Context: an optimization exercise on an open-source flow, tuned for small area. The choices shown serve that exercise and are no tape-out recipe. Function was checked by simulation only, so behaviour that the tests miss may differ from the original. Power figures rest on the tool's default switching activity, not on a simulated workload.

--- run.sh ---
#!/bin/bash
# synth_recipe.tcl (not shown) runs the flow's synth.tcl, then flattens the netlist and writes it again
# the make line also repeats each setting of config.mk as NAME=value (left out here)
make -C /OpenROAD-flow-scripts/flow DESIGN_CONFIG=/design/flow/config.mk WORK_HOME=/design/flow/orfs CLKGATE_MAP_FILE= SYNTH_SCRIPT=/design/flow/synth_recipe.tcl finish
--- config.mk ---
export PLATFORM = sky130hd
export DESIGN_NAME = legv8_core
export DESIGN_NICKNAME = legv8_core
export VERILOG_FILES = /design/flow/design.v
export SDC_FILE = /design/flow/constraint.sdc
export NUM_CORES = 4
export LEC_CHECK = 0
export CAP_MARGIN = 20
export CORE_MARGIN = 2
export CORE_UTILIZATION = 40
export CTS_BUF_LIST = sky130_fd_sc_hd__clkbuf_16
export CTS_CLUSTER_DIAMETER = 100
export CTS_CLUSTER_SIZE = 24
export PLACE_DENSITY = 0.5
export SLEW_MARGIN = 20
--- constraint.sdc ---
create_clock -name core_clock -period 7.0 [get_ports {clk}]
set_input_delay 1.4000 -clock core_clock [delete_from_list [all_inputs] [get_ports {clk}]]
set_output_delay 1.4000 -clock core_clock [all_outputs]
set_load 0.01 [all_outputs]
--- design.v ---
module regfile (
	input  logic        clk, reset,
	input  logic        we,
	input  logic [4:0]  wa,
	input  logic [63:0] wd,
	input  logic [4:0]  ra1, ra2,
	input  logic        alt_sel,
	input  logic [63:0] alt,
	input  logic [63:0] r31,
	output logic [63:0] rd1, rd2
);
	logic [30:0][63:0] R;
	logic [30:0]       written;
	logic              w31;
	logic [30:0] wsel;
	always_comb
		for (int i = 0; i < 31; i++) wsel[i] = we && wa == 5'(i);
	for (genvar i = 0; i < 31; i++) begin : g_reg
		always_ff @(posedge clk)
			if (wsel[i]) R[i] <= wd;
		always_ff @(posedge clk, posedge reset)
			if (reset) written[i] <= 1'b0;
			else if (wsel[i]) written[i] <= 1'b1;
	end
	always_ff @(posedge clk, posedge reset)
		if (reset) w31 <= 1'b0;
		else w31 <= we && wa == 5'd31;
	logic [31:0] s1, s2;    
	logic        u1, u2;    
	always_comb begin
		for (int i = 0; i < 31; i++) begin
			s1[i] = !alt_sel && ra1 == 5'(i) && written[i];
			s2[i] = ra2 == 5'(i) && written[i];
		end
		s1[31] = !alt_sel && ra1 == 5'd31 && w31;
		s2[31] = ra2 == 5'd31 && w31;
		u1 = !alt_sel && ra1 != 5'd31 && !written[ra1];
		u2 = ra2 != 5'd31 && !written[ra2];
	end
	always_comb begin
		rd1 = ({64{s1[31]}} & r31) | ({64{alt_sel}} & alt) | {59'd0, {5{u1}} & ra1};
		rd2 = ({64{s2[31]}} & r31) | {59'd0, {5{u2}} & ra2};
		for (int i = 0; i < 31; i++) begin
			rd1 = rd1 | ({64{s1[i]}} & R[i]);
			rd2 = rd2 | ({64{s2[i]}} & R[i]);
		end
	end
endmodule
module alu (
	input  logic [63:0] a, b,
	input  logic        sub, logic_op, or_op,
	output logic [63:0] result,
	output logic [3:0]  flags    
);
	logic [63:0] bx, g, p, G, P, c, sum;
	assign bx = b ^ {64{sub}};
	assign g = a & bx;
	assign p = a ^ bx;
	always_comb begin
		G = g;
		P = p;
		G[0] = g[0] | (p[0] & sub);
		for (int l = 0; l < 6; l++)
			for (int i = 0; i < 64; i++)
				if ((i + 1) % (2 ** (l + 1)) == 0) begin
					G[i] = G[i] | (P[i] & G[i - 2 ** l]);
					P[i] = P[i] & P[i - 2 ** l];
				end
		for (int l = 4; l >= 0; l--)
			for (int i = 3 * 2 ** l - 1; i < 64; i += 2 ** (l + 1)) begin
				G[i] = G[i] | (P[i] & G[i - 2 ** l]);
				P[i] = P[i] & P[i - 2 ** l];
			end
	end
	assign c = {G[62:0], sub};
	assign sum = p ^ c;
	assign result = logic_op ? (or_op ? (a | b) : (a & b)) : sum;
	assign flags = {result == 64'd0, result[63], G[63],
	                !p[63] && (sum[63] != a[63])};
endmodule
module legv8_core (
	input  logic        clk,
	input  logic        reset,
	output logic [63:0] IM_addr,
	input  logic [31:0] IM_readData,
	output logic [63:0] DM_addr,
	output logic [63:0] DM_writeData,
	output logic        DM_writeEnable,
	output logic        DM_readEnable,
	input  logic [63:0] DM_readData
);
	logic [63:2] pc;
	logic        m_take;
	logic [63:0] m_res;
	always_ff @(posedge clk, posedge reset)
		if (reset) pc <= '0;
		else pc <= m_take ? m_res[63:2] : pc + 62'd1;
	assign IM_addr = {pc, 2'b00};
	logic [10:0] op;
	assign op = IM_readData[31:21];
	logic f_R, f_I, f_ld, f_st, f_cbz, f_bc;
	always_comb begin
		f_R = (op == 11'b100_0101_1000) || (op == 11'b110_0101_1000) ||
		      (op == 11'b100_0101_0000) || (op == 11'b101_0101_0000) ||
		      (op == 11'b101_0101_1000) || (op == 11'b111_0101_1000);
		f_I = (op[10:1] == 10'b10_0100_0100) || (op[10:1] == 10'b11_0100_0100) ||
		      (op[10:1] == 10'b10_1100_0100) || (op[10:1] == 10'b11_1100_0100);
		f_ld = (op == 11'b111_1100_0010);
		f_st = (op == 11'b111_1100_0000);
		f_cbz = (op[10:3] == 8'b1011_0100);
		f_bc = (op[10:3] == 8'b0101_0100);
	end
	logic        d_rw, d_ld, d_st, d_cbz, d_bc, d_setf;    
	logic        d_sub, d_logic, d_or, d_useimm, d_immI, d_immB, d_reg2loc, d_br;
	logic [63:0] d_px;
	logic        d_z;
	logic [23:0] d_ins;
	always_ff @(posedge clk, posedge reset)
		if (reset) {d_rw, d_ld, d_st, d_cbz, d_bc, d_setf} <= '0;
		else begin
			d_rw <= f_R | f_I | f_ld;
			d_ld <= f_ld;
			d_st <= f_st;
			d_cbz <= f_cbz;
			d_bc <= f_bc;
			d_setf <= (f_R & op[3] | f_I) & op[8];
		end
	always_ff @(posedge clk) begin
		d_sub <= (f_R | f_I) & op[9];
		d_logic <= f_R & ~op[3];
		d_or <= op[8];
		d_useimm <= ~f_R;
		d_immI <= f_I;
		d_immB <= f_cbz | f_bc;
		d_reg2loc <= f_st | f_cbz;
		d_br <= f_cbz | f_bc;
		d_px <= (f_cbz | f_bc) ? {pc, 2'b00} : wd;
		d_z <= wd == 64'd0;
		d_ins <= IM_readData[23:0];
	end
	logic [63:0] rd1, rd2;
	logic        m_rw;
	logic [4:0]  m_rd;
	logic [63:0] wd;
	regfile RF (.clk(clk), .reset(reset), .we(m_rw), .wa(m_rd), .wd(wd),
	            .ra1(d_ins[9:5]), .ra2(d_reg2loc ? d_ins[4:0] : d_ins[20:16]),
	            .alt_sel(d_br), .alt(d_px),
	            .r31(d_br ? {63'd0, ~d_z} : d_px),
	            .rd1(rd1), .rd2(rd2));
	logic [20:0] d_imm;
	always_comb
		if (d_immB) d_imm = {d_ins[23:5], 2'b00};
		else if (d_immI) d_imm = {9'd0, d_ins[21:10]};
		else d_imm = {{12{d_ins[20]}}, d_ins[20:12]};
	logic        e_rw, e_ld, e_st, e_cbz, e_bc, e_setf;    
	logic        e_sub, e_logic, e_or, e_useimm;
	logic [63:0] e_a, e_b;
	logic [20:0] e_imm;
	logic [4:0]  e_rd;
	always_ff @(posedge clk, posedge reset)
		if (reset) {e_rw, e_ld, e_st, e_cbz, e_bc, e_setf} <= '0;
		else {e_rw, e_ld, e_st, e_cbz, e_bc, e_setf} <= {d_rw, d_ld, d_st, d_cbz, d_bc, d_setf};
	always_ff @(posedge clk) begin
		e_sub <= d_sub;
		e_logic <= d_logic;
		e_or <= d_or;
		e_useimm <= d_useimm;
		e_a <= rd1;
		e_b <= rd2;
		e_imm <= d_imm;
		e_rd <= d_ins[4:0];
	end
	logic [63:0] res;
	logic [3:0]  nf;
	logic [3:0]  flags;    
	alu ALU (.a(e_a), .b(e_useimm ? {{43{e_imm[20]}}, e_imm} : e_b),
	         .sub(e_sub), .logic_op(e_logic), .or_op(e_or),
	         .result(res), .flags(nf));
	always_ff @(posedge clk, posedge reset)
		if (reset) flags <= '0;
		else if (e_setf) flags <= nf;
	logic cond;
	always_comb
		case (e_rd[3:0])
			4'b0000: cond = flags[3];
			4'b0001: cond = ~flags[3];
			4'b0010: cond = flags[1];
			4'b0011: cond = ~flags[1];
			4'b0100: cond = flags[2];
			4'b0101: cond = ~flags[2];
			4'b0110: cond = flags[0];
			4'b0111: cond = ~flags[0];
			4'b1000: cond = ~flags[3] & flags[1];
			4'b1001: cond = flags[3] | ~flags[1];
			4'b1010: cond = flags[2] == flags[0];
			4'b1011: cond = flags[2] != flags[0];
			4'b1100: cond = ~flags[3] & (flags[2] == flags[0]);
			4'b1101: cond = flags[3] | (flags[2] != flags[0]);
			default: cond = 1'b0;
		endcase
	logic        m_ld, m_st;    
	logic [63:0] m_sd;
	always_ff @(posedge clk, posedge reset)
		if (reset) {m_rw, m_ld, m_st, m_take} <= '0;
		else begin
			m_rw <= e_rw;
			m_ld <= e_ld;
			m_st <= e_st;
			m_take <= (e_cbz & (e_b == 64'd0)) | (e_bc & cond);
		end
	always_ff @(posedge clk) begin
		m_res <= res;
		m_sd <= e_b;
		m_rd <= e_rd;
	end
	assign DM_addr = m_res;
	assign DM_writeData = m_sd;
	assign DM_writeEnable = m_st;
	assign DM_readEnable = m_ld;
	assign wd = m_ld ? DM_readData : m_res;
endmodule
==> results of run 1 <==
## layer usage
layer  vias up  GRT usage [%]  wire length [µm]  part of all wire, %
li1      30220              -                 -                    -
met1     42510          53.49            201300                   34
met2      9599          59.58            232300                   40
met3      2568          22.51            106500                   18
met4       126          24.71             44120                  7.5
met5         -         0.4201               910                 0.16
## layout by cell type (no fill, tap or decap), types with 128 or more instances in the layout
cell type / n
buf_4: 149
nand4_1: 332
nand3_1: 158
a22oi_1: 1246
a221oi_1: 270
inv_1: 188
clkdlybuf4s50_1: 289
edfxtp_1: 1984
nand2_1: 340
dfxtp_1: 384
a22o_1: 274
a222oi_1: 128
## registers in the layout, indices dropped and copies added, names as in the netlist, 21 cells and up
signal / flops
RF.written: 31
d_ins: 24
e_b: 64
e_imm: 21
pc: 62
RF.R: 1984
m_res: 64
e_a: 64
d_px: 64
m_sd: 64
## through the flow
stage	total power [W]	instance area (µm²)	util, %	cells	hold slack, ns
floorplan	0.01721	103300	-	7283	0.3096
global placement	0.01815	111200	43.29	10620	0.3182
detailed placement	0.01816	111300	43.30	10630	0.3127
CTS	0.02629	115000	44.76	10850	0.3356
global route	0.02690	115100	44.79	10860	0.3421
finish	0.02647	115200	44.85	10910	0.3341
## power by group
group | internal, W | switching, W | total, W
combinational | 0.000420 | 0.000975 | 0.00139
sequential | 0.0162 | 0.000308 | 0.0165
clock | 0.00335 | 0.00522 | 0.00857
total | 0.0200 | 0.00650 | 0.0265
## area by class of cell
cell class | instances | area, µm² | area share, %
antenna | 59 | 147.6 | 0.1281
tap | 3384 | 4234 | 3.675
inverter | 120 | 455.4 | 0.3953
sequential | 2485 | 70190 | 60.92
multi-input combinational | 4133 | 31110 | 27.00
timing repair buffer | 504 | 5340 | 4.635
clock buffer | 121 | 3028 | 2.628
clock inverter | 105 | 708.2 | 0.6146
## cells by family (layout without fill, tap and decap cells)
logic type | Yosys count | count (layout) | share of synthesized area [%]
buf+inv | 665 | 850 | 2.593
mux | 179 | 179 | 2.082
compound gates | 2341 | 2341 | 17.55
other cells | 1 | 61 | 0.003630
xor+xnor | 157 | 157 | 1.331
simple gates | 1323 | 1323 | 6.775
fa+ha+maj | 131 | 131 | 1.734
flops | 2485 | 2485 | 67.93
## path summary, 6_finish.rpt
check,end,slack (ns),cells after the start
worst max-delay path,flags[3],0.74,19
worst min-delay path,e_useimm,0.33,0
worst max register to register,flags[3],0.74,19
worst min register to register,e_useimm,0.33,0
max in group asynchronous,flags[2],5.08,3
min in group asynchronous,m_rw,0.97,2
## critical path, stage by stage (launching register included)
cell,delay [ns]
dfxtp_1,0.66
and2_2,0.53
buf_4,0.37
a21o_1,0.16
xor2_1,0.17
ha_1,0.29
a21oi_1,0.22
o21ai_0,0.22
a311oi_1,0.31
a21oi_1,0.16
nor4_1,0.74
a211oi_1,0.21
nor3_1,0.42
fa_1,0.27
xor2_1,0.14
nor2_1,0.07
a2111oi_0,0.43
nor4b_1,0.48
nand4_1,0.17
o22ai_2,0.13
==> impl_metrics.toml, run 1 <==
[critical_path]
cp.arrival_ns = 7.04
startpoint = "e_useimm"
critPathMaxFanout = 17
reg2reg_from = "e_useimm"
criticalPathCategory = "reg -> reg"
cp-end-kind = "register"
critical_path_required_ns = 7.78
critPathLaunchType = "register"

[timing]
period_minus_slack_ns = 6.264
worst_pin_slew_ns = 1.275
finalSetupTns_ns = 0
finClkSkew_ns = 0.06964
period_share_pct = 89.48
relSlewSlack_pct = 14.68
fin_ws_ns = 0.7363
slew_violations = 0
hold_viol = 0
rsz0062_at_grt = "no"
fmax_mhz = 159.7
setup_viol = 0

[logic_synthesis]
dominantRegCellSynth = "edfxtp_1"
ys_seq_elements = 2485
synth_cells = 7282
syn_area_um2 = 103300
seq_area_frac_synth_pct = 67.93
synth.most_common_cell = "edfxtp_1"
ys_warn_count = 3
synth_top_area_cell = "edfxtp_1"
synth_area_leaders = "edfxtp_1 (58%), a22oi_1 (9.1%), dfxtp_1 (7.5%), dfrtp_1 (2.8%), a22o_1 (2.3%)"
synthTopCellsByCount = "edfxtp_1 (1,984), a22oi_1 (1,246), dfxtp_1 (387)"
ys_types = 87
synth_top_area_share_pct = 57.67
synth_edf_count = 1984
syn-mean-instance-area_um2 = 14.19
synthArstFlopShare_pct = 4.588

[die]
die_h_um = 512.2
chipWidth_um = 512.2
io_pins = 292
die-area_um2 = 262400
num_rows = 186
coreArea_um2 = 256900
initial_utilization_pct = 40.21

[route]
ant_nets = 0
dr.pass1.iters = 12
num_vias = 85020
remaining_drc_errors = 0
routed_wirelength_um = 585100
viasPerCell = 7.792
first_iter_violations = 19460
wl_per_cell_um = 53.62

[grt]
gr-total-overflow = 0
grt_pass1_vias = 78030
grt_first_pass_wirelength_um = 756400
grt_max_degree = 83
grt_use_total_pct = 43.10
antenna_found_initial = 105

[place]
place_hpwl_um = 328700
gp_congestion = 0.9681
portBuffers = 289
dp_slack_ns = 0.8985

[clocking]
cts_tree = "done"
cts_buffer_depth = 3
cts.sinks = 2485
ctsHoldBuffers = 0
clockRootBuffer = "clkbuf_16"
clk_pin_slew_worst_paths_ns = 0.10
insertion_delay_ns = 0.92
htree_levels = 3
cts_resized = 0
cts_made_buffers = 120
cts_setup_buffers = 0

[power_and_ir_drop]
leakage_nw = 37.19
power_density_nw_per_um2 = 229.8
irDropWorstVdd_mv = 0.2334

[worst_hold_path]
hp-start = "d_useimm"
min_path_type = "reg -> reg"

[final_layout]
final_nets = 7557
drive_above_1_share_pct = 8.811
area_growth_pct = 11.53
fillers = 22730

[status]
run_status = "finished clean"

[job]
maxCapViolations = 0
==> inputs of run 2 (changes only) <==
--- a/config.mk
+++ b/config.mk
@@ -12,3 +12,3 @@
 export CTS_CLUSTER_DIAMETER = 100
-export CTS_CLUSTER_SIZE = 24
+export CTS_CLUSTER_SIZE = 18
 export PLACE_DENSITY = 0.5
==> run 2 against run 1 <==
  * Still clean on timing, DRC and antenna
  * Area after synthesis is the same
  * Utilization grew 0.38 points
  * Critical path depth is the same
  * Setup slack lost 0.12 ns
  * Combinational power is essentially flat
  * Power grew 4.0%
  * Design area grew 0.84%
  * Critical path type unchanged
  * Largest cell class unchanged
==> impl_metrics.toml, run 2 <==
[status]
run_status = "finished clean"

[logic_synthesis]
synth_top_area_cell = "edfxtp_1"
syn_area_um2 = 103300
synth_edf_count = 1984
synth_area_leaders = "edfxtp_1 (58%), a22oi_1 (9.1%), dfxtp_1 (7.5%), dfrtp_1 (2.8%), a22o_1 (2.3%)"
synthTopCellsByCount = "edfxtp_1 (1,984), a22oi_1 (1,246), dfxtp_1 (387)"
synth_top_area_share_pct = 57.67
ys_seq_elements = 2485
synthArstFlopShare_pct = 4.588
dominantRegCellSynth = "edfxtp_1"
synth.most_common_cell = "edfxtp_1"
syn-mean-instance-area_um2 = 14.19
ys_warn_count = 3
ys_types = 87
seq_area_frac_synth_pct = 67.93
synth_cells = 7282

[place]
gp_congestion = 0.9681
portBuffers = 289
dp_slack_ns = 0.8985
postPlaceCellArea_um2 = 111300
place_hpwl_um = 328700

[critical_path]
cp.arrival_ns = 7.18
cp_num_buf_inv = 1
reg2reg_from = "e_useimm"
cp_top_family = "simple AND/OR/NAND/NOR gates"
cp_cell_sequence = "and2_2, buf_4, a21o_1, xor2_1, ha_1, a21oi_1, o21ai_0, a311oi_1, a21oi_1, nor4_1, a211oi_1, nor3_1, fa_1, xor2_1, nor2_1, a2111oi_0, nor4b_1, nand4_1, o22ai_2"
r2r_cells = 19
slowest_delay_ns = 0.77
cp-end-kind = "register"
r2r_end = "flags[3]"
cp_num_cells = 19
critPathLaunchType = "register"
critical_path_required_ns = 7.80
critPathMaxFanout = 17
r2r_setup_slack_ns = 0.62
criticalPathCategory = "reg -> reg"
startpoint = "e_useimm"
cp-endpoint = "flags[3]"
cp_slowest_cell = "nor4_1"

[grt]
grt_first_pass_wirelength_um = 758800
met3_usage_pct = 22.19
grt_pass1_vias = 78450
gr-total-overflow = 0
use_met1_pct = 53.97
antenna_found_initial = 108
grt_use_total_pct = 43.28
met2_usage_pct = 59.99
grt-busiest-layer = "met2"
grt_max_degree = 83

[power_and_ir_drop]
power_density_nw_per_um2 = 237.0
irDropWorstVdd_mv = 0.3028
leakage_nw = 37.71

[route]
remaining_drc_errors = 0
ant_nets = 0
wl_per_cell_um = 53.42
dr.pass1.iters = 13
num_vias = 85520
viasPerCell = 7.777
first_iter_violations = 20060
routed_wirelength_um = 587500

[timing]
finClkSkew_ns = 0.03783
worst_pin_slew_ns = 1.301
period_share_pct = 91.16
setup_viol = 0
fmax_mhz = 156.7
fin_ws_ns = 0.6191
relSlewSlack_pct = 12.93
finalSetupTns_ns = 0
period_minus_slack_ns = 6.381
slew_violations = 0
rsz0062_at_grt = "no"
hold_viol = 0

[clocking]
clockRootBuffer = "clkbuf_16"
cts.sinks = 2485
cts_tree = "done"
insertion_delay_ns = 0.90
cts_buffer_depth = 3
htree_levels = 4
clk_pin_slew_worst_paths_ns = 0.09
ctsHoldBuffers = 0
cts_made_buffers = 157
cts_setup_buffers = 0
cts_resized = 0

[die]
die-area_um2 = 262400
io_pins = 292
chipWidth_um = 512.2
initial_utilization_pct = 40.21
die_h_um = 512.2
num_rows = 186
coreArea_um2 = 256900

[final_layout]
final_nets = 7593
fin_area_um2 = 116200
multiInputGateArea_um2 = 31110
largest_register = "RF.R"
area.sequential_um2 = 70190
fillers = 22670
mostFrequentLayoutCell = "edfxtp_1"
drive_above_1_share_pct = 9.072
largest_reg_flops = 1984
area_growth_pct = 12.47
layout_common_cells = "edfxtp_1 (1,984), a22oi_1 (1,246), dfxtp_1 (384), nand2_1 (340), nand4_1 (332)"

[worst_hold_path]
min_path_type = "reg -> reg"

[job]
maxCapViolations = 0
-- run 2: area by class of cell --
class / count / share of cell area [%]
Antenna cell: 95 / 0.2046
Clock buffer: 161 / 3.468
Clock inverter: 116 / 0.5277
Inverter: 120 / 0.3920
Multi-Input combinational cell: 4133 / 26.78
Sequential cell: 2485 / 60.41
Tap cell: 3384 / 3.644
Timing Repair Buffer: 503 / 4.572
-- run 2: worst min-delay path by stage --
stage,from,to,slack [ns],cells past startpoint
after floorplan,d_logic,e_logic,0.31,0
after global placement,d_logic,e_logic,0.32,0
after detailed placement,d_or,e_or,0.31,0
after CTS,d_useimm,e_useimm,0.33,0
after global routing,e_rd[4],m_rd[4],0.34,0
final,d_useimm,e_useimm,0.33,0
-- run 2: layer usage --
metal  vias to the layer above  part of all wire, %
li1                      30360                    -
met1                     42930                   35
met4                       112                  7.5
met3                      2559                   18
met2                      9564                   40
met5                         -                 0.18
-- run 2: kinds of logic after synthesis --
| group | Yosys count | share of synthesized area [%] |
|---|---|---|
| multiplexers | 179 | 2.082 |
| flip-flops | 2485 | 67.93 |
| AO/OA/AOI/OAI | 2341 | 17.55 |
| other | 1 | 0.003630 |
| XOR/XNOR | 157 | 1.331 |
| AND/OR/NAND/NOR | 1323 | 6.775 |
| buffers and inverters | 665 | 2.593 |
| adder cells (fa/ha/maj) | 131 | 1.734 |
-- run 2: report_power, final --
part           total (W)  internal [W]  switching (W)
clock            0.00964       0.00425        0.00539
combinational    0.00140      0.000418       0.000979
sequential        0.0165        0.0162       0.000305
total             0.0275        0.0209        0.00668
-- run 2: per-stage QoR --
step / hold WS (ns) / util [%] / instances / power [W]
after global placement: 0.3182 / 43.29 / 10620 / 0.01815
after CTS: 0.3295 / 45.11 / 10900 / 0.02740
final: 0.3271 / 45.22 / 11000 / 0.02754
after global routing: 0.3383 / 45.15 / 10920 / 0.02798
after detailed placement: 0.3127 / 43.30 / 10630 / 0.01816
after floorplan: 0.3096 / - / 7283 / 0.01721
-- run 2: worst register-to-register path: cells and delay by family, from the launching register on --
kind	cells	cell delay (ns)
flops	1	0.66
xor+xnor	2	0.31
simple gates	6	2.49
fa+ha+maj	2	0.56
compound gates	8	1.89
buf+inv	1	0.38
==> inputs of run 3 (changes only) <==
--- a/config.mk
+++ b/config.mk
@@ -9,7 +9,7 @@
 export CORE_MARGIN = 2
-export CORE_UTILIZATION = 40
+export CORE_UTILIZATION = 48
 export CTS_BUF_LIST = sky130_fd_sc_hd__clkbuf_16
 export CTS_CLUSTER_DIAMETER = 100
-export CTS_CLUSTER_SIZE = 18
-export PLACE_DENSITY = 0.5
+export CTS_CLUSTER_SIZE = 24
+export PLACE_DENSITY = 0.56
 export SLEW_MARGIN = 20
==> run 3 against run 2 <==
  * Sequential share of layout area grew 1.0 points
  * Clock skew grew 0.018 ns
  * Flip-flop and latch count is the same
  * Global-route usage grew 6.4 points
  * Utilization grew 8.1 points
  * Non-clock buffer count grew 3
  * Synthesized cell count is the same
  * Cell count shrank 5.2%
  * Wire length shrank 4.9%
  * Critical endpoint unchanged
==> impl_metrics.toml, run 3 <==
[final_layout]
multiInputGateArea_um2 = 31100
layout_common_cells = "edfxtp_1 (1,984), a22oi_1 (1,246), dfxtp_1 (384), nand2_1 (340), nand4_1 (332)"
largest_reg_flops = 1984
final_nets = 7555
mostFrequentLayoutCell = "edfxtp_1"
fin_area_um2 = 114300
drive_above_1_share_pct = 8.648
fillers = 17530
largest_register = "RF.R"
area.sequential_um2 = 70190
area_growth_pct = 10.61

[clocking]
cts.sinks = 2485
cts_made_buffers = 116
clockRootBuffer = "clkbuf_16"
cts_tree = "done"
ctsHoldBuffers = 0
insertion_delay_ns = 0.88
cts_buffer_depth = 3
cts_setup_buffers = 0
htree_levels = 3
clk_pin_slew_worst_paths_ns = 0.11
cts_resized = 0

[route]
viasPerCell = 8.308
num_vias = 86620
wl_per_cell_um = 53.60
dr.pass1.iters = 11
routed_wirelength_um = 558800
first_iter_violations = 20220
ant_nets = 0
remaining_drc_errors = 0

[critical_path]
critical_path_required_ns = 7.75
cp.arrival_ns = 6.87
slowest_delay_ns = 0.71
cp_num_buf_inv = 1
cp_cell_sequence = "and2_2, buf_4, a21o_1, xor2_1, ha_1, a21oi_1, o21ai_0, a311oi_1, a21oi_1, nor4_1, a211oi_1, nor3_1, fa_1, xor2_1, nor2_1, a2111oi_0, nor4b_1, nand4_1, o22ai_2"
critPathMaxFanout = 25
cp_slowest_cell = "nor4_1"
cp-end-kind = "register"
critPathLaunchType = "register"
criticalPathCategory = "reg -> reg"
cp_top_family = "simple AND/OR/NAND/NOR gates"

[die]
coreArea_um2 = 214200
io_pins = 292
die_h_um = 467.9
num_rows = 170
initial_utilization_pct = 48.23
die-area_um2 = 219000
chipWidth_um = 467.9

[logic_synthesis]
synth_cells = 7282
synth.most_common_cell = "edfxtp_1"
syn-mean-instance-area_um2 = 14.19
synth_area_leaders = "edfxtp_1 (58%), a22oi_1 (9.1%), dfxtp_1 (7.5%), dfrtp_1 (2.8%), a22o_1 (2.3%)"
synth_top_area_share_pct = 57.67
ys_seq_elements = 2485
dominantRegCellSynth = "edfxtp_1"
syn_area_um2 = 103300
synth_edf_count = 1984
synthTopCellsByCount = "edfxtp_1 (1,984), a22oi_1 (1,246), dfxtp_1 (387)"
ys_warn_count = 3
synthArstFlopShare_pct = 4.588
ys_types = 87
seq_area_frac_synth_pct = 67.93
synth_top_area_cell = "edfxtp_1"

[grt]
grt_use_total_pct = 49.66
grt_pass1_vias = 77790
antenna_found_initial = 88
grt_max_degree = 95
grt_first_pass_wirelength_um = 724300
gr-total-overflow = 0

[power_and_ir_drop]
power_w = 0.02591
power_density_nw_per_um2 = 226.8
leakage_nw = 37.06
irDropWorstVdd_mv = 0.2636

[status]
run_status = "finished clean"

[job]
maxCapViolations = 0

[timing]
period_share_pct = 87.30
setup_viol = 0
finalSetupTns_ns = 0
finClkSkew_ns = 0.05601
fmax_mhz = 163.6
hold_viol = 0
relSlewSlack_pct = 12.00
rsz0062_at_grt = "no"
worst_pin_slew_ns = 1.320
period_minus_slack_ns = 6.111
slew_violations = 0

[place]
place_hpwl_um = 317800
portBuffers = 289
gp_congestion = 1.006
postPlaceCellArea_um2 = 110500

[worst_hold_path]
min_path_type = "reg -> reg"
-- run 3: worst register-to-register path: stages, from the launching register on --
cell and delay (ns):
dfxtp_1 0.41, and2_2 0.48, buf_4 0.46, a21o_1 0.21, xor2_1 0.17, ha_1 0.29
a21oi_1 0.22, o21ai_0 0.22, a311oi_1 0.34, a21oi_1 0.17, nor4_1 0.72, a211oi_1 0.23
nor3_1 0.41, fa_1 0.26, xor2_1 0.14, nor2_1 0.07, a2111oi_0 0.41, nor4b_1 0.50
nand4_1 0.19, o22ai_2 0.14
-- run 3: layer usage --
layer  share of wire (%)  global-route usage [%]
met1                  33                   61.17
met3                  20                   29.18
met4                 8.2                   29.46
met2                  38                   65.90
met5                0.39                   6.610
-- run 3: layout make-up --
type / count / area share [%]
Clock inverter: 96 / 0.4051
Timing Repair Buffer: 506 / 4.570
Inverter: 120 / 0.3964
Tap cell: 2838 / 3.108
Multi-Input combinational cell: 4133 / 27.22
Clock buffer: 118 / 2.584
Sequential cell: 2485 / 61.43
Antenna cell: 131 / 0.2869
-- run 3: power breakdown --
group	switching (W)	total [W]	leakage, nW	internal, W
combinational	0.000926	0.00134	12.5	0.000413
clock	0.00498	0.00809	1.96	0.00311
sequential	0.000290	0.0165	22.6	0.0162
-- run 3: path summary, 6_finish.rpt --
path / startpoint / endpoint / slack [ns] / cells after the start
setup / recovery: e_useimm / flags[3] / 0.89 / 19
hold / removal: d_logic / e_logic / 0.33 / 0
setup reg to reg: e_useimm / flags[3] / 0.89 / 19
hold reg to reg: d_logic / e_logic / 0.33 / 0
max in group asynchronous: reset / pc[27] / 4.84 / 3
min in group asynchronous: reset / pc[7] / 0.88 / 2
-- run 3: metrics by stage --
step,hold slack [ns],utilization (%),setup slack (ns),cells
global route,0.3440,53.24,0.4891,10330
CTS,0.3375,53.17,0.9583,10300
finish,0.3291,53.35,0.8888,10430
global placement,0.3184,51.58,0.9474,10080
detailed placement,0.3296,51.58,1.002,10080
floorplan,0.3096,-,1.128,7283
-- run 3: kinds of logic after synthesis --
family,share of synthesized area [%]
adders and majority gates,1.734
buffers and inverters,2.593
xor gates and xnor gates,1.331
DFF,67.93
and+or+nand+nor,6.775
other,0.003630
AOI/OAI and AO/OA,17.55
muxes,2.082
==> inputs of run 4 (changes only) <==
==> flow/run.sh (new file) <==
#!/bin/bash
# The standard layout (the standard.sh: ORFS from the standard synthesis to the final
# layout), with one change: the buffers that buffer_ports puts on every input and output
# port are sky130_fd_sc_hd__buf_1 instead of the tool's default choice. Every port still
# gets its own buffer. Each tool's full output goes to a log file in this folder.
set -euo pipefail
bash standard.sh finish "BUFFER_PORTS_ARGS=-buffer_cell sky130_fd_sc_hd__buf_1" > standard_flow.log 2>&1
==> standard.sh (new file) <==
#!/bin/bash
# synth_recipe.tcl (not shown) runs the flow's synth.tcl, then flattens the netlist and writes it again
# the make line also repeats each setting of config.mk as NAME=value (left out here)
make -C /OpenROAD-flow-scripts/flow DESIGN_CONFIG=/design/flow/config.mk WORK_HOME=/design/flow/orfs CLKGATE_MAP_FILE= SYNTH_SCRIPT=/design/flow/synth_recipe.tcl "${@:-finish}"
--- a/config.mk
+++ b/config.mk
@@ -9,3 +9,3 @@
 export CORE_MARGIN = 2
-export CORE_UTILIZATION = 48
+export CORE_UTILIZATION = 40
 export CTS_BUF_LIST = sky130_fd_sc_hd__clkbuf_16
@@ -13,3 +13,3 @@
 export CTS_CLUSTER_SIZE = 24
-export PLACE_DENSITY = 0.56
+export PLACE_DENSITY = 0.5
 export SLEW_MARGIN = 20
removed: run.sh
==> run 4 against run 3 <==
  * Combinational power shrank 7%
  * Clock power grew 3.5%
  * Clock skew grew 0.0067 ns
  * Critical endpoint unchanged
  * Clock-buffer cell count grew 3
  * Flip-flop and latch count is the same
  * Register-to-register slack lost 0.43 ns
  * Sequential share of layout area grew 0.44 points
  * Wire length grew 4.9%
  * Maximum frequency shrank 6.6%
  * Design area shrank 0.71%
==> impl_metrics.toml, run 4 <==
[status]
run_status = "finished clean"

[worst_hold_path]
holdPathStages = 0
hp-start = "d_sub"
hold_path_end = "e_sub"
min_path_type = "reg -> reg"

[power_and_ir_drop]
power_w = 0.02611
power.switching_w = 0.006353
sequentialPowerShare_pct = 63.2
irDropWorstVdd_mv = 0.2269
internal-power_w = 0.01975
p_sw_share_pct = 24.34
combPwrFrac_pct = 4.7
leakage_nw = 36.49
clkPwrFrac_pct = 32.1
power_density_nw_per_um2 = 230.1

[logic_synthesis]
synthArstFlopShare_pct = 4.588
ys_seq_elements = 2485
synth_top_area_share_pct = 57.67
synth_adder_area_share_pct = 1.734
synth_compound_area_share_pct = 17.55
ys_warn_count = 3
yosys-mux-area-fraction_pct = 2.082
syn-mean-instance-area_um2 = 14.19
synthTopCellsByCount = "edfxtp_1 (1,984), a22oi_1 (1,246), dfxtp_1 (387)"
synth_area_leaders = "edfxtp_1 (58%), a22oi_1 (9.1%), dfxtp_1 (7.5%), dfrtp_1 (2.8%), a22o_1 (2.3%)"
synth_simple_gate_area_share_pct = 6.775
dominantRegCellSynth = "edfxtp_1"
seq_area_frac_synth_pct = 67.93
synth_top_family_by_area = "compound AO/OA/AOI/OAI gates"
syn_area_um2 = 103300
synth_top_area_cell = "edfxtp_1"
ys_types = 87
synth_cells = 7282
synthXorXnorAreaFrac_pct = 1.331
synth.most_common_cell = "edfxtp_1"
synth_edf_count = 1984

[grt]
antenna_found_initial = 113
grt_pass1_vias = 78480
grt_first_pass_wirelength_um = 758100
gr-total-overflow = 0
grt_use_total_pct = 43.21
grt_max_degree = 93

[route]
first_iter_violations = 19160
dr.pass1.iters = 13
ant_nets = 0
num_vias = 85380
wl_per_cell_um = 53.46
viasPerCell = 7.785
routed_wirelength_um = 586300
remaining_drc_errors = 0

[place]
place_hpwl_um = 335100
portBuffers = 289
gp_congestion = 0.9498

[critical_path]
cp.arrival_ns = 7.32
criticalPathCategory = "reg -> reg"
r2r_setup_slack_ns = 0.46
cp-end-kind = "register"
critical_path_required_ns = 7.78
reg2reg_from = "e_useimm"
r2r_end = "flags[3]"
critPathLaunchType = "register"
r2r_cells = 20
critPathMaxFanout = 24

[timing]
setup_viol = 0
rsz0062_at_grt = "no"
period_minus_slack_ns = 6.543
finClkSkew_ns = 0.06275
hold_viol = 0
worst_pin_slew_ns = 1.409
relSlewSlack_pct = 6.063
slew_violations = 0
finalSetupTns_ns = 0
fmax_mhz = 152.8
period_share_pct = 93.48

[die]
initial_utilization_pct = 40.21
chipWidth_um = 512.2
coreArea_um2 = 256900
die_h_um = 512.2
num_rows = 186
die-area_um2 = 262400
io_pins = 292

[final_layout]
final_nets = 7569
largest_reg_flops = 1984
layout_common_cells = "edfxtp_1 (1,984), a22oi_1 (1,246), dfxtp_1 (384), nand2_1 (340), nand4_1 (332)"
area_growth_pct = 9.819
largest_register = "RF.R"
mostFrequentLayoutCell = "edfxtp_1"
drive_above_1_share_pct = 8.865

[clocking]
clockRootBuffer = "clkbuf_16"
htree_levels = 3
cts_tree = "done"
ctsHoldBuffers = 0
cts_setup_buffers = 0
cts_made_buffers = 118
cts.sinks = 2485
insertion_delay_ns = 0.87
cts_resized = 0
clk_pin_slew_worst_paths_ns = 0.11
cts_buffer_depth = 3

[job]
maxCapViolations = 0
run 4: changes by cell type in the layout (fill, tap and decap cells not counted), sizes merged, moves of 3 or more:
cell           delta
clkbuf            +3
buf             +301
diode            -27
bufinv            +3
clkdlybuf4s50   -289
clkinv            +4
run 4: cell type report:
| class | instances | area [µm²] |
|---|---|---|
| Sequential cell | 2485 | 70190 |
| Tap cell | 3384 | 4234 |
| Clock inverter | 102 | 560.5 |
| Timing Repair Buffer | 518 | 3617 |
| Inverter | 120 | 455.4 |
| Multi-Input combinational cell | 4133 | 31100 |
| Clock buffer | 121 | 3028 |
| Antenna cell | 104 | 260.3 |
| Fill cell | 23000 | 143500 |
run 4: routing by layer:
metal  up-vias  part of all wire [%]  track usage [%]
met1     42860                    35            53.60
li1      30290                     -                -
met4       118                   7.4            25.31
met2      9575                    40            59.68
met3      2535                    18            22.22
met5         -                  0.17            1.059
run 4: per-stage QoR:
step | instance area, µm² | hold WS, ns | instances | utilization (%) | setup WS [ns]
floorplan | 103300 | 0.3096 | 7283 | - | 1.128
global placement | 109500 | 0.3140 | 10640 | 42.64 | 0.5292
detailed placement | 109500 | 0.3132 | 10640 | 42.64 | 0.6624
CTS | 113100 | 0.3329 | 10860 | 44.03 | 0.5520
global route | 113200 | 0.3436 | 10880 | 44.08 | 0.2038
finish | 113500 | 0.3328 | 10970 | 44.16 | 0.4567
run 4: logic make-up (layout without fill, tap and decap cells):
logic type                 count (synthesis)  in the layout
DFF                                     2485           2485
and+or+nand+nor                         1323           1323
muxes                                    179            179
xor gates and xnor gates                 157            157
adders and majority gates                131            131
buffers and inverters                    665            861
other                                      1            106
AOI/OAI and AO/OA                       2341           2341
run 4: critical path, stage by stage, from the launching register on:
cell and delay [ns]:
dfxtp_1 0.33, buf_4 0.21, inv_2 0.45, buf_4 0.39, a21o_1 0.20, xor2_1 0.17
ha_1 0.28, a21oi_1 0.25, o21ai_0 0.23, a311oi_1 0.32, a21oi_1 0.15, nor4_1 0.73
a211oi_1 0.22, nor3_1 0.58, fa_1 0.31, xor2_1 0.17, nor2_1 0.07, a2111oi_0 0.72
nor4b_1 0.35, nand4_1 0.17, o22ai_2 0.12
run 4: power by group through the flow:
stage / Combinational, W / Clock [W] / Sequential (W)
2_1_floorplan: 0.000559 / 0 / 0.0167
3_3_place_gp: 0.00118 / 0 / 0.0168
3_5_place_dp: 0.00118 / 0 / 0.0168
4_1_cts: 0.00118 / 0.00828 / 0.0165
5_1_grt: 0.00129 / 0.00877 / 0.0165
6_report: 0.00124 / 0.00837 / 0.0165
run 4: worst max path at each step:
| stage | start | slack [ns] | end |
|---|---|---|---|
| floorplan | m_rd[2] | 1.13 | RF.written[4] |
| global placement | e_useimm | 0.53 | flags[3] |
| detailed placement | e_useimm | 0.66 | flags[3] |
| CTS | e_useimm | 0.55 | flags[3] |
| global route | e_useimm | 0.20 | flags[3] |
| finish | e_useimm | 0.46 | flags[3] |

## afterwards: timing with drivers on the ports
In the flow no input, the clock included, has a driving cell. The finished layouts below were timed again as built, in two steps.
Step 1: set_driving_cell puts a clkbuf_16 on clk and a buf_2 on each other input, an assumption about the parent block.
Step 2 adds t to the input delays and takes it off the output delays; t is the mean of the earliest and latest rising clock arrival at the registers after step 1. Input paths then give back, and output paths get back, about the clock's delay inside the block.
a / b / c = ideal / step 1 / step 2; a / b = the first two.
run | t, ns | slack for setup (ns) | slew at the worst register clock pin (ns)
run 1 | 0.978 | 0.736 / 0.736 / 0.736 | 0.11 / 0.11
run 2 | 0.974 | 0.619 / 0.619 / 0.619 | 0.10 / 0.10
run 3 | 0.937 | 0.889 / 0.889 / 0.889 | 0.11 / 0.11
run 4 | 0.951 | 0.457 / 0.457 / 0.457 | 0.12 / 0.12
After both steps every run listed still meets setup and hold.
